Context: an optimization exercise on an open-source flow, tuned for small area. The choices shown serve that exercise and are no tape-out recipe. Function was checked by simulation only, so behaviour that the tests miss may differ from the original. The flow treats the clock pin as an ideal source, which a real chip does not have. No activity file was given, so power comes from the tool's default toggle rates.

== trial 21 ==
## lcd_display
module lcd_display #(parameter cnt1ms = 2)(
    input clk,
    input reset,
    input set_time,
    input [11:0] set_year,
    input [4:0] set_month,
    input [7:0] set_day,
    input [4:0] set_hour,
    input [5:0] set_min,
    input [5:0] set_sec,
    output lcd_e,
    output lcd_rs,
    output lcd_rw,
    output reg [7:0] lcd_data
    );
clock: 15.0 ns
lec_check: 0
abc_area: 1
cap_margin: 20
core_margin: 2
core_utilization: 40
slew_margin: 20
run.sh (not shown) runs the stock make flow with config.mk's settings and CLKGATE_MAP_FILE= SYNTH_SCRIPT=/design/flow/synth_recipe.tcl, a recipe that flattens the netlist after the stock synthesis.
Both conditions hold for trial 21: the flow ran to the end and the final layout passed the timing, DRC and antenna checks.
Inputs modified between trial 21 and trial 68:
- CTS_BUF_LIST newly set to sky130_fd_sc_hd__clkbuf_2 sky130_fd_sc_hd__clkbuf_4
==> flow/flow/run.sh (new file) <==
#!/bin/bash
# Own flow: the standard layout, with two changes.
#  1. Synthesis: the standard flow's synthesis script, but ABC maps the combinational
#     logic with a stronger area script (flow/area.abc) and Yosys's
#     full/half-adder extraction is skipped so ABC sees all the logic.
#     Registers are untouched (ABC runs without -dff), so their names,
#     count and cell types are those of the standard synthesis.
#  2. Port buffers are sky130_fd_sc_hd__buf_1 instead of the default choice.
set -euo pipefail
W=$(pwd)
F=$W/flow
cat > $W/own_synth.tcl <<EOT
proc abc {args} {
  set i [lsearch -exact \$args -script]
  if {\$i >= 0} { lset args [expr {\$i+1}] $F/area.abc }
  yosys abc {*}\$args
}
proc extract_fa {args} { }
source $W/synth_recipe.tcl
EOT
sed "s|SYNTH_SCRIPT=[^ ]*synth_recipe.tcl|SYNTH_SCRIPT=$W/own_synth.tcl|" $W/standard.sh > $W/own.sh
grep -q own_synth.tcl $W/own.sh
export BUFFER_PORTS_ARGS="-buffer_cell sky130_fd_sc_hd__buf_1"
bash $W/own.sh > $W/flow_make.log 2>&1
==> flow/flow/area.abc (new file) <==
strash
&get -n
&deepsyn -T 60
&put
dch -f
&get -n
&nf -R 1000
&put
topo
stime -c
==> flow/standard.sh (new file) <==
#!/bin/bash
# synth_recipe.tcl (not shown) runs the flow's synth.tcl, then flattens the netlist and writes it again
# the make line also repeats each setting of config.mk as NAME=value (left out here)
make -C /OpenROAD-flow-scripts/flow DESIGN_CONFIG=/design/flow/config.mk WORK_HOME=/design/flow/orfs CLKGATE_MAP_FILE= SYNTH_SCRIPT=/design/flow/synth_recipe.tcl "${@:-finish}"
removed: flow/run.sh
Results
Number of global-route vias before repair: trial 68 vs trial 21 down 1,472
Compared trial 68 vs trial 21, and non-clock buffer contribution to total cell area is down in trial 68.
STATUS power: trial 68 wins against trial 21
Total half-perimeter wirelength after legalization and detailed placement in trial 68 is 35% lower than in trial 21
Changes observed in trial 68 relative to trial 21: worst-path maximum fanout down 37, cell area after synthesis down 34%, net count of the finished layout down about 37%.

Setup of oak:
Starting RTL as in the previous note.
Settings: LEC_CHECK=0, ABC_AREA=1, CAP_MARGIN=20, CORE_MARGIN=2, CORE_UTILIZATION=40, CTS_BUF_LIST=sky130_fd_sc_hd__clkbuf_8, SLEW_MARGIN=20; clock period 15.0 ns.
standard.sh (not shown) runs the stock make flow with config.mk's settings and CLKGATE_MAP_FILE= SYNTH_SCRIPT=/design/flow/synth_recipe.tcl, a recipe that flattens the netlist after the stock synthesis.
==> flow/flow/run.sh <==
#!/bin/bash
# Own flow: the standard layout, with two changes.
#  1. Synthesis: the standard flow's synthesis script, but ABC maps the combinational
#     logic with a stronger area script (flow/area.abc) and Yosys's
#     full/half-adder extraction is skipped so ABC sees all the logic.
#     Registers are untouched (ABC runs without -dff), so their names,
#     count and cell types are those of the standard synthesis.
#  2. Port buffers are sky130_fd_sc_hd__buf_1 instead of the default choice.
#  3. If flow/cts_args exists, it replaces the clock_tree_synthesis arguments.
set -euo pipefail
W=$(pwd)
F=$W/flow
cat > $W/own_synth.tcl <<EOT
proc abc {args} {
  set i [lsearch -exact \$args -script]
  if {\$i >= 0} { lset args [expr {\$i+1}] $F/area.abc }
  yosys abc {*}\$args
}
proc extract_fa {args} { }
source $W/synth_recipe.tcl
EOT
sed "s|SYNTH_SCRIPT=[^ ]*synth_recipe.tcl|SYNTH_SCRIPT=$W/own_synth.tcl|" $W/standard.sh > $W/own.sh
grep -q own_synth.tcl $W/own.sh
export BUFFER_PORTS_ARGS="-buffer_cell sky130_fd_sc_hd__buf_1"
if [[ -f $F/cts_args ]]; then export CTS_ARGS="$(cat $F/cts_args)"; fi
bash $W/own.sh > $W/flow_make.log 2>&1
==> flow/flow/area.abc <==
strash
&get -n
&deepsyn -T 60
&put
dch -f
&get -n
&nf -R 1000
&put
topo
stime -c
==> flow/flow/cts_args <==
-sink_clustering_enable -repair_clock_nets -buf_list sky130_fd_sc_hd__clkbuf_4 -root_buf sky130_fd_sc_hd__clkbuf_4 -sink_clustering_size 20 -sink_clustering_max_diameter 200 -dont_use_dummy_load
Relative to oak, the following input files were edited for pine:
Settings: CTS_BUF_LIST no longer set, was sky130_fd_sc_hd__clkbuf_8; CORE_UTILIZATION now 65, was 40.
--- a/flow/flow/area.abc
+++ b/flow/flow/area.abc
@@ -3 +3 @@
-&deepsyn -T 60
+&deepsyn -J 100 -T 600
==> flow/flow/cts_args <==
-repair_clock_nets -buf_list sky130_fd_sc_hd__clkbuf_4 -dont_use_dummy_load
pine completed every stage of the flow, and the final layout passed the timing, DRC and antenna checks.
Against oak as the reference, pine delivers a higher combinational share of power.
Re final instance area: pine is 48 µm² down on oak.
In pine, the placement row count came out about 24% below the value in oak.
In the flow results for oak and pine, the utilization after layout is smaller on oak.
Comparing oak and pine, met1 track demand over resource is higher on pine.
Cmp oak and pine / transition at the pin with the smallest max-transition slack / lower: oak
Compared oak against pine; clock-buffer cell count within noise.
[inputs] birch vs pine
Settings: CTS_BUF_LIST: unset -> sky130_fd_sc_hd__clkbuf_8; CORE_UTILIZATION: 65 -> 40.
==> flow/run.sh (new file) <==
#!/bin/bash
# synth_recipe.tcl (not shown) runs the flow's synth.tcl, then flattens the netlist and writes it again
# the make line also repeats each setting of config.mk as NAME=value (left out here)
make -C /OpenROAD-flow-scripts/flow DESIGN_CONFIG=/design/flow/config.mk WORK_HOME=/design/flow/orfs CLKGATE_MAP_FILE= SYNTH_SCRIPT=/design/flow/synth_recipe.tcl finish
removed: flow/flow/run.sh
removed: flow/flow/area.abc
removed: flow/flow/cts_args
removed: flow/standard.sh
### Flow results
- birch completed; timing, DRC and antenna clean
- The higher total stage count of the critical path came out of pine.
- Of pine and birch, the run reporting the lower worst setup slack before clock tree synthesis was pine.
- The die of birch is larger than the one used in pine.
- Total power in birch is 0.12 mW higher than in pine
- Final standard cell count with taps included and fillers excluded was higher in the run labelled birch.
- Changes observed in birch relative to pine: signed area change from the synthesized netlist to the final layout up 6.1 points; aggregate global-route resource usage down 11 points; synthesized cell count up 342; routed wire length up 56%.
- What birch reported for global-route wire length before repair has to be multiplied by 0.64 to get the figure for pine.
[inputs] maple vs birch
Settings: CORE_UTILIZATION changed from 40 to 65; CTS_BUF_LIST removed (was sky130_fd_sc_hd__clkbuf_8).
==> flow/flow/run.sh (new file) <==
#!/bin/bash
# Own flow: the standard layout, with two changes.
#  1. Synthesis: the standard flow's synthesis script, but ABC maps the combinational
#     logic with a stronger area script (flow/area.abc) and Yosys's
#     full/half-adder extraction is skipped so ABC sees all the logic.
#     Registers are untouched (ABC runs without -dff), so their names,
#     count and cell types are those of the standard synthesis.
#  2. Port buffers are sky130_fd_sc_hd__buf_1 instead of the default choice.
#  3. If flow/cts_args exists, it replaces the clock_tree_synthesis arguments.
set -euo pipefail
W=$(pwd)
F=$W/flow
cat > $W/own_synth.tcl <<EOT
proc abc {args} {
  set i [lsearch -exact \$args -script]
  if {\$i >= 0} { lset args [expr {\$i+1}] $F/area.abc }
  yosys abc {*}\$args
}
proc extract_fa {args} { }
source $W/synth_recipe.tcl
EOT
sed "s|SYNTH_SCRIPT=[^ ]*synth_recipe.tcl|SYNTH_SCRIPT=$W/own_synth.tcl|" $W/standard.sh > $W/own.sh
grep -q own_synth.tcl $W/own.sh
export BUFFER_PORTS_ARGS="-buffer_cell sky130_fd_sc_hd__buf_1"
if [[ -f $F/cts_args ]]; then export CTS_ARGS="$(cat $F/cts_args)"; fi
bash $W/own.sh > $W/flow_make.log 2>&1
==> flow/flow/area.abc (new file) <==
strash
&get -n
&deepsyn -J 100 -T 600
&put
dch -f
&get -n
&nf -R 1000
&put
topo
stime -c
==> flow/flow/cts_args (new file) <==
-sink_clustering_enable -repair_clock_nets -buf_list sky130_fd_sc_hd__clkbuf_4 -dont_use_dummy_load
==> flow/standard.sh (new file) <==
#!/bin/bash
# synth_recipe.tcl (not shown) runs the flow's synth.tcl, then flattens the netlist and writes it again
# the make line also repeats each setting of config.mk as NAME=value (left out here)
make -C /OpenROAD-flow-scripts/flow DESIGN_CONFIG=/design/flow/config.mk WORK_HOME=/design/flow/orfs CLKGATE_MAP_FILE= SYNTH_SCRIPT=/design/flow/synth_recipe.tcl "${@:-finish}"
removed: flow/run.sh
Diff birch -> maple: basic-gate share of the synthesized area counting and, or, nand and nor cells saw a decrease, design area saw a decrease, final worst slack saw a decrease. maple ends up with higher post-route minimum period than birch does. For number of rows in the core area, dividing the value from birch by the value from maple gives 1.6. Against birch, maple comes in 28 points higher on post-layout utilization of the core. Of the two values seen for standard cell with the maximum stage delay on the critical path, a2111oi_0 was produced by maple and clkinv_1 by birch. maple ended up with year[6]$_SDFFE_PN1P_ as its source of the critical timing path; birch ended up with set_time. maple reports a higher critical path depth than birch does. Sort maple and birch by width of the die, ascending, and maple comes first.

## static timing again, ports no longer ideal
The flow's constraints put no driver on any port. The routed layouts listed below were extracted and timed again, unchanged, in two steps.
Step 1, drivers: a clkbuf_16 drives clk and a buf_2 each remaining input, both assumed.
Step 2 times the ports against the registers' clock, not the clock port: input delays grow and output delays shrink by t, the midpoint of the rising clock arrivals with the driver on.
Three values: ideal ports, drivers, drivers and shift; two values: the first two.
| run | shift t [ns] | slack for setup (ns) | hold WS [ns] |
|---|---|---|---|
| trial 21 | 0.362 | 7.319 / 7.334 / 6.972 | 0.484 / 0.484 / 0.484 |
| trial 68 | 0.437 | 6.591 / 6.591 / 6.591 | 0.480 / 0.480 / 0.480 |
| oak | 0.412 | 6.529 / 6.529 / 6.529 | 0.475 / 0.475 / 0.475 |
| pine | 0.435 | 6.286 / 6.286 / 6.286 | 0.478 / 0.478 / 0.478 |
| birch | 0.377 | 7.312 / 7.323 / 6.947 | 0.484 / 0.484 / 0.484 |
| maple | 0.435 | 6.286 / 6.286 / 6.286 | 0.478 / 0.478 / 0.478 |
After both steps every run listed still meets setup and hold. The setup slack of birch, which loses most, moves by +0.011 ns with the drivers and by -0.365 ns with both steps.
